Background: an optimization exercise with open tools, aiming at small area. Do not read the settings as production practice.
At most, simulation tests tie the RTL to the original design; equivalence was not proved.
No activity file was given, so power comes from the tool's default toggle rates.

Setup of main:
==> module Median_Finder_9inputs_8bits, before the edit <==
module Median_Finder_9inputs_8bits(
    output wire [7:0] med,
    input  wire [7:0] x, y, z,
    input  wire       xy, yz, xz
);
    wire [2:0] smin, smid, smax;
    Order3 Ord(.sel_min(smin), .sel_mid(smid), .sel_max(smax),
               .xab(xy), .xbc(yz), .xac(xz));
    Sel3_8bits Mux(.y(med), .s(smid), .a(x), .b(y), .c(z));
endmodule
==> module Median_Filter, before the edit <==
module Median_Filter #(
    parameter WIDTH  = 32,
    parameter HEIGHT = 24
)(
    output wire [7:0] median_pixel,
    output wire       out_valid,
    input  wire [7:0] pixel_in,
    input  wire       in_valid,
    input  wire       rst,
    input  wire       clk
);
    localparam N = 2 * WIDTH + 1;
    reg  [7:0] sr [0:N-1];
    integer i;
    always @(posedge clk)
        if (in_valid) begin
            sr[0] <= pixel_in;
            for (i = 1; i < N; i = i + 1) sr[i] <= sr[i-1];
        end
    reg  [$clog2(WIDTH)-1:0]  col;
    reg  [$clog2(HEIGHT)-1:0] row;
    reg                       primed;    
    reg                       valid0, valid1, valid2;
    wire last_col = (col == WIDTH - 1);
    always @(posedge clk) begin
        if (rst) begin
            col    <= 0;
            row    <= 0;
            primed <= 1'b0;
            valid0 <= 1'b0;
            valid1 <= 1'b0;
            valid2 <= 1'b0;
        end else begin
            valid0 <= in_valid & primed;
            valid1 <= valid0;
            valid2 <= valid1;
            if (in_valid) begin
                col <= col + 1'b1;
                if (last_col) row <= (row == HEIGHT - 1) ? 0 : row + 1'b1;
                if (row == 1 && col == 0) primed <= 1'b1;
            end
        end
    end
    wire ntop = (row == 1);
    wire nbot = (row == 0);
    wire [7:0] na = sr[2*WIDTH-1], nb = sr[WIDTH-1], nc = pixel_in;
    wire le_ab, le_bc, le_ac;
    Le_8bits Cab(.le(le_ab), .a(na), .b(nb));
    Le_8bits Cbc(.le(le_bc), .a(nb), .b(nc));
    Le_8bits Cac(.le(le_ac), .a(na), .b(nc));
    wire nxab = ntop | le_ab;
    wire nxbc = ~nbot & le_bc;
    wire nxac = ntop | (~nbot & le_ac);
    reg ptop, pbot, moved;
    reg [2:0] qx;
    always @(posedge clk) begin
        if (in_valid) begin
            ptop <= ntop;
            pbot <= nbot;
            qx   <= {~(nxab ^ nxbc), nxab ^ nxac, nxab};
        end
        moved <= in_valid;
    end
    wire [7:0] qa = sr[2*WIDTH], qb = sr[WIDTH], qc = sr[0];
    wire [2:0] qs_min, qs_mid, qs_max;
    Ascending_Sorter_3inputs_8bits OQ(.sel_min(qs_min), .sel_mid(qs_mid), .sel_max(qs_max),
                                      .xab(qx[0]), .ma(qx[1]), .mb(qx[2]));
    wire [7:0] q_min, q_mid, q_max;
    Sel3_8bits SQn(.y(q_min), .s(qs_min & {~pbot, 1'b1, ~ptop}), .a(qa), .b(qb), .c(qc));
    Sel3_8bits SQd(.y(q_mid), .s(qs_mid), .a(qa), .b(qb), .c(qc));
    Sel3_8bits SQx(.y(q_max), .s(qs_max), .a(qa), .b(qb), .c(qc));
    reg [7:0] r_min, r_mid, r_max, m_min, m_mid, m_max, l_min, l_mid, l_max;
    always @(posedge clk) begin
        r_min <= q_min;  r_mid <= q_mid;  r_max <= q_max;
        if (moved) begin
            m_min <= r_min;  m_mid <= r_mid;  m_max <= r_max;
            l_min <= m_min;  l_mid <= m_mid;  l_max <= m_max;
        end
    end
    reg lmask, rmask;
    always @(posedge clk) begin
        lmask <= (col == 2);            
        rmask <= (col == 1);            
    end
    wire n_mr_d, n_lr_d, d_mr_d, d_lr_d, x_mr_d, x_lr_d;
    Le_8bits Cn1(.le(n_mr_d), .a(r_min), .b(q_min));
    Le_8bits Cn2(.le(n_lr_d), .a(m_min), .b(q_min));
    Le_8bits Cd1(.le(d_mr_d), .a(r_mid), .b(q_mid));
    Le_8bits Cd2(.le(d_lr_d), .a(m_mid), .b(q_mid));
    Le_8bits Cx1(.le(x_mr_d), .a(r_max), .b(q_max));
    Le_8bits Cx2(.le(x_lr_d), .a(m_max), .b(q_max));
    reg n_lm, d_lm, x_lm, n_mr, d_mr, x_mr, n_lr, d_lr, x_lr;
    always @(posedge clk)
        if (moved) begin
            n_lm <= n_mr;    d_lm <= d_mr;    x_lm <= x_mr;
            n_mr <= n_mr_d;  d_mr <= d_mr_d;  x_mr <= x_mr_d;
            n_lr <= n_lr_d;  d_lr <= d_lr_d;  x_lr <= x_lr_d;
        end
    wire [2:0] nmin, nmid, nmax, dmin, dmid, dmax, xmin, xmid, xmax;
    Order3 ON(.sel_min(nmin), .sel_mid(nmid), .sel_max(nmax),
        .xab(lmask | n_lm), .xbc(~rmask & n_mr), .xac(lmask | (~rmask & n_lr)));
    Order3 OD(.sel_min(dmin), .sel_mid(dmid), .sel_max(dmax),
        .xab(lmask | d_lm), .xbc(~rmask & d_mr), .xac(lmask | (~rmask & d_lr)));
    Order3 OX(.sel_min(xmin), .sel_mid(xmid), .sel_max(xmax),
        .xab(lmask | x_lm), .xbc(~rmask & x_mr), .xac(lmask | (~rmask & x_lr)));
    wire [7:0] max_of_min, mid_of_mid, min_of_max;
    Sel3_8bits SN(.y(max_of_min), .s(nmax), .a(l_min), .b(m_min), .c(r_min));
    Sel3_8bits SD(.y(mid_of_mid), .s(dmid), .a(l_mid), .b(m_mid), .c(r_mid));
    Sel3_8bits SX(.y(min_of_max), .s(xmin & {~rmask, 1'b1, ~lmask}),
                  .a(l_max), .b(m_max), .c(r_max));
    wire s_xy_d, s_yz_d, s_xz_d;
    Le_8bits Cxy(.le(s_xy_d), .a(max_of_min), .b(mid_of_mid));
    Le_8bits Cyz(.le(s_yz_d), .a(mid_of_mid), .b(min_of_max));
    Le_8bits Cxz(.le(s_xz_d), .a(max_of_min), .b(min_of_max));
    reg [7:0] s_x, s_y, s_z;
    reg       s_xy, s_yz, s_xz;
    always @(posedge clk) begin
        s_x  <= max_of_min;
        s_y  <= mid_of_mid;
        s_z  <= min_of_max;
        s_xy <= s_xy_d;
        s_yz <= s_yz_d;
        s_xz <= s_xz_d;
    end
    Median_Finder_9inputs_8bits Kernel(.med(median_pixel), .x(s_x), .y(s_y), .z(s_z),
                                       .xy(s_xy), .yz(s_yz), .xz(s_xz));
    assign out_valid = valid2;
endmodule
==> flow/config.mk <==
export PLATFORM = sky130hd
export DESIGN_NAME = Median_Filter
export DESIGN_NICKNAME = Median_Filter
export VERILOG_FILES = /design/flow/design.v
export SDC_FILE = /design/flow/constraint.sdc
export NUM_CORES = 4
export LEC_CHECK = 0
export CAP_MARGIN = 20
export CORE_MARGIN = 2
export CORE_UTILIZATION = 65
export CTS_BUF_LIST = sky130_fd_sc_hd__clkbuf_16
export CTS_CLUSTER_DIAMETER = 60
export CTS_CLUSTER_SIZE = 25
export SLEW_MARGIN = 20
==> flow/constraint.sdc <==
create_clock -name core_clock -period 2.8 [get_ports {clk}]
set_input_delay 0.5600 -clock core_clock [delete_from_list [all_inputs] [get_ports {clk}]]
set_output_delay 0.5600 -clock core_clock [all_outputs]
set_load 0.01 [all_outputs]
standard.sh (not shown) runs the stock make flow with config.mk's settings and CLKGATE_MAP_FILE= SYNTH_SCRIPT=/design/flow/synth_recipe.tcl, a recipe that flattens the netlist after the stock synthesis.
==> flow/flow/run.sh <==
#!/bin/bash
# The standard layout (standard.sh) with two changes: every port still gets
# its own buffer, but a plain buf_1; and clock tree synthesis clusters the
# flip-flops under clkbuf_8 leaf buffers and adds no dummy loads. The make
# output goes to standard.log; each tool's own log is under orfs/logs/.
set -euo pipefail
export BUFFER_PORTS_ARGS="-buffer_cell sky130_fd_sc_hd__buf_1"
export CTS_ARGS="-sink_clustering_enable -repair_clock_nets -sink_clustering_size 18 -sink_clustering_max_diameter 50 -sink_clustering_buffer sky130_fd_sc_hd__clkbuf_8 -buf_list sky130_fd_sc_hd__clkbuf_16 -dont_use_dummy_load"
bash standard.sh > standard.log 2>&1
Input changes introduced in the feature branch (baseline for comparison: main):
--- a/flow/design.v
+++ b/flow/design.v
@@ -37,18 +37,21 @@
 module Sel3_8bits(output wire [7:0] y, input wire [2:0] s,
                   input wire [7:0] a, input wire [7:0] b, input wire [7:0] c);
     assign y = ({8{s[0]}} & a) | ({8{s[1]}} & b) | ({8{s[2]}} & c);
 endmodule
 module Median_Finder_9inputs_8bits(
     output wire [7:0] med,
-    input  wire [7:0] x, y, z,
-    input  wire       xy, yz, xz
+    input  wire [7:0] x, y, z
 );
+    wire xy, yz, xz;
     wire [2:0] smin, smid, smax;
+    Le_8bits Cxy(.le(xy), .a(x), .b(y));
+    Le_8bits Cyz(.le(yz), .a(y), .b(z));
+    Le_8bits Cxz(.le(xz), .a(x), .b(z));
     Order3 Ord(.sel_min(smin), .sel_mid(smid), .sel_max(smax),
-               .xab(xy), .xbc(yz), .xac(xz));
+                     .xab(xy), .xbc(yz), .xac(xz));
     Sel3_8bits Mux(.y(med), .s(smid), .a(x), .b(y), .c(z));
 endmodule
 module Median_Filter #(
     parameter WIDTH  = 32,
     parameter HEIGHT = 24
 )(
@@ -67,26 +70,28 @@
             sr[0] <= pixel_in;
             for (i = 1; i < N; i = i + 1) sr[i] <= sr[i-1];
         end
     reg  [$clog2(WIDTH)-1:0]  col;
     reg  [$clog2(HEIGHT)-1:0] row;
     reg                       primed;    
-    reg                       valid0, valid1, valid2;
+    reg                       valid0, valid1, valid2, valid3;
     wire last_col = (col == WIDTH - 1);
     always @(posedge clk) begin
         if (rst) begin
             col    <= 0;
             row    <= 0;
             primed <= 1'b0;
             valid0 <= 1'b0;
             valid1 <= 1'b0;
             valid2 <= 1'b0;
+            valid3 <= 1'b0;
         end else begin
             valid0 <= in_valid & primed;
             valid1 <= valid0;
             valid2 <= valid1;
+            valid3 <= valid2;
             if (in_valid) begin
                 col <= col + 1'b1;
                 if (last_col) row <= (row == HEIGHT - 1) ? 0 : row + 1'b1;
                 if (row == 1 && col == 0) primed <= 1'b1;
             end
         end
@@ -155,24 +160,19 @@
         .xab(lmask | x_lm), .xbc(~rmask & x_mr), .xac(lmask | (~rmask & x_lr)));
     wire [7:0] max_of_min, mid_of_mid, min_of_max;
     Sel3_8bits SN(.y(max_of_min), .s(nmax), .a(l_min), .b(m_min), .c(r_min));
     Sel3_8bits SD(.y(mid_of_mid), .s(dmid), .a(l_mid), .b(m_mid), .c(r_mid));
     Sel3_8bits SX(.y(min_of_max), .s(xmin & {~rmask, 1'b1, ~lmask}),
                   .a(l_max), .b(m_max), .c(r_max));
-    wire s_xy_d, s_yz_d, s_xz_d;
-    Le_8bits Cxy(.le(s_xy_d), .a(max_of_min), .b(mid_of_mid));
-    Le_8bits Cyz(.le(s_yz_d), .a(mid_of_mid), .b(min_of_max));
-    Le_8bits Cxz(.le(s_xz_d), .a(max_of_min), .b(min_of_max));
     reg [7:0] s_x, s_y, s_z;
-    reg       s_xy, s_yz, s_xz;
     always @(posedge clk) begin
-        s_x  <= max_of_min;
-        s_y  <= mid_of_mid;
-        s_z  <= min_of_max;
-        s_xy <= s_xy_d;
-        s_yz <= s_yz_d;
-        s_xz <= s_xz_d;
+        s_x <= max_of_min;
+        s_y <= mid_of_mid;
+        s_z <= min_of_max;
     end
-    Median_Finder_9inputs_8bits Kernel(.med(median_pixel), .x(s_x), .y(s_y), .z(s_z),
-                                       .xy(s_xy), .yz(s_yz), .xz(s_xz));
-    assign out_valid = valid2;
+    wire [7:0] med;
+    Median_Finder_9inputs_8bits Kernel(.med(med), .x(s_x), .y(s_y), .z(s_z));
+    reg [7:0] med_q;
+    always @(posedge clk) med_q <= med;
+    assign median_pixel = med_q;
+    assign out_valid    = valid3;
 endmodule
==> run summary <==
- The feature branch: simple-gate portion of the synthesized area 0.83 points below main
- Taking main as the reference point, the floorplan die area of the feature branch falls by 140 um2.
- Going from main to the feature branch, post-layout total power flat; summed instance area of the synthesized netlist now smaller; met1 capacity usage during global routing went up 0.43 points.
- Max number of sequential cells in the layout across the feature branch and main: the feature branch
- On share of the synthesized netlist area taken by xor and xnor gates, the feature branch and main are neck and neck.
The RTL of main was laid out without a check of its function.

-- port drivers added, routing unchanged --
Ports are ideal in the flow. The routed layouts listed here were re-timed in OpenROAD.
Step 1 assumes that a clkbuf_16 drives the clock port and a buf_2 every other input.
Step 2 moves the port delays by t, midway between the first and last clock arrival at a register: inputs arrive t later, outputs are due t later. That takes back most of the time a late clock gives input paths.
Slacks: no drivers / after step 1 / after step 2; pairs: no drivers / after step 1.
| run | t (ns) | slack for setup (ns) | worst setup path at the end | slew at the worst register clock pin (ns) | cell pins on the clock port's net |
|---|---|---|---|---|---|
| main | 0.589 | 0.109 / 0.109 / -0.103 | input to register | 0.11 / 0.11 | 1 |
| the feature branch | 0.574 | 0.138 / 0.138 / 0.078 | input to register | 0.10 / 0.10 | 1 |
With both steps, setup timing fails in main, where it was met with ideal ports. The setup slack of main, which loses most, moves by 0.000 ns with the drivers and by -0.212 ns with both steps.
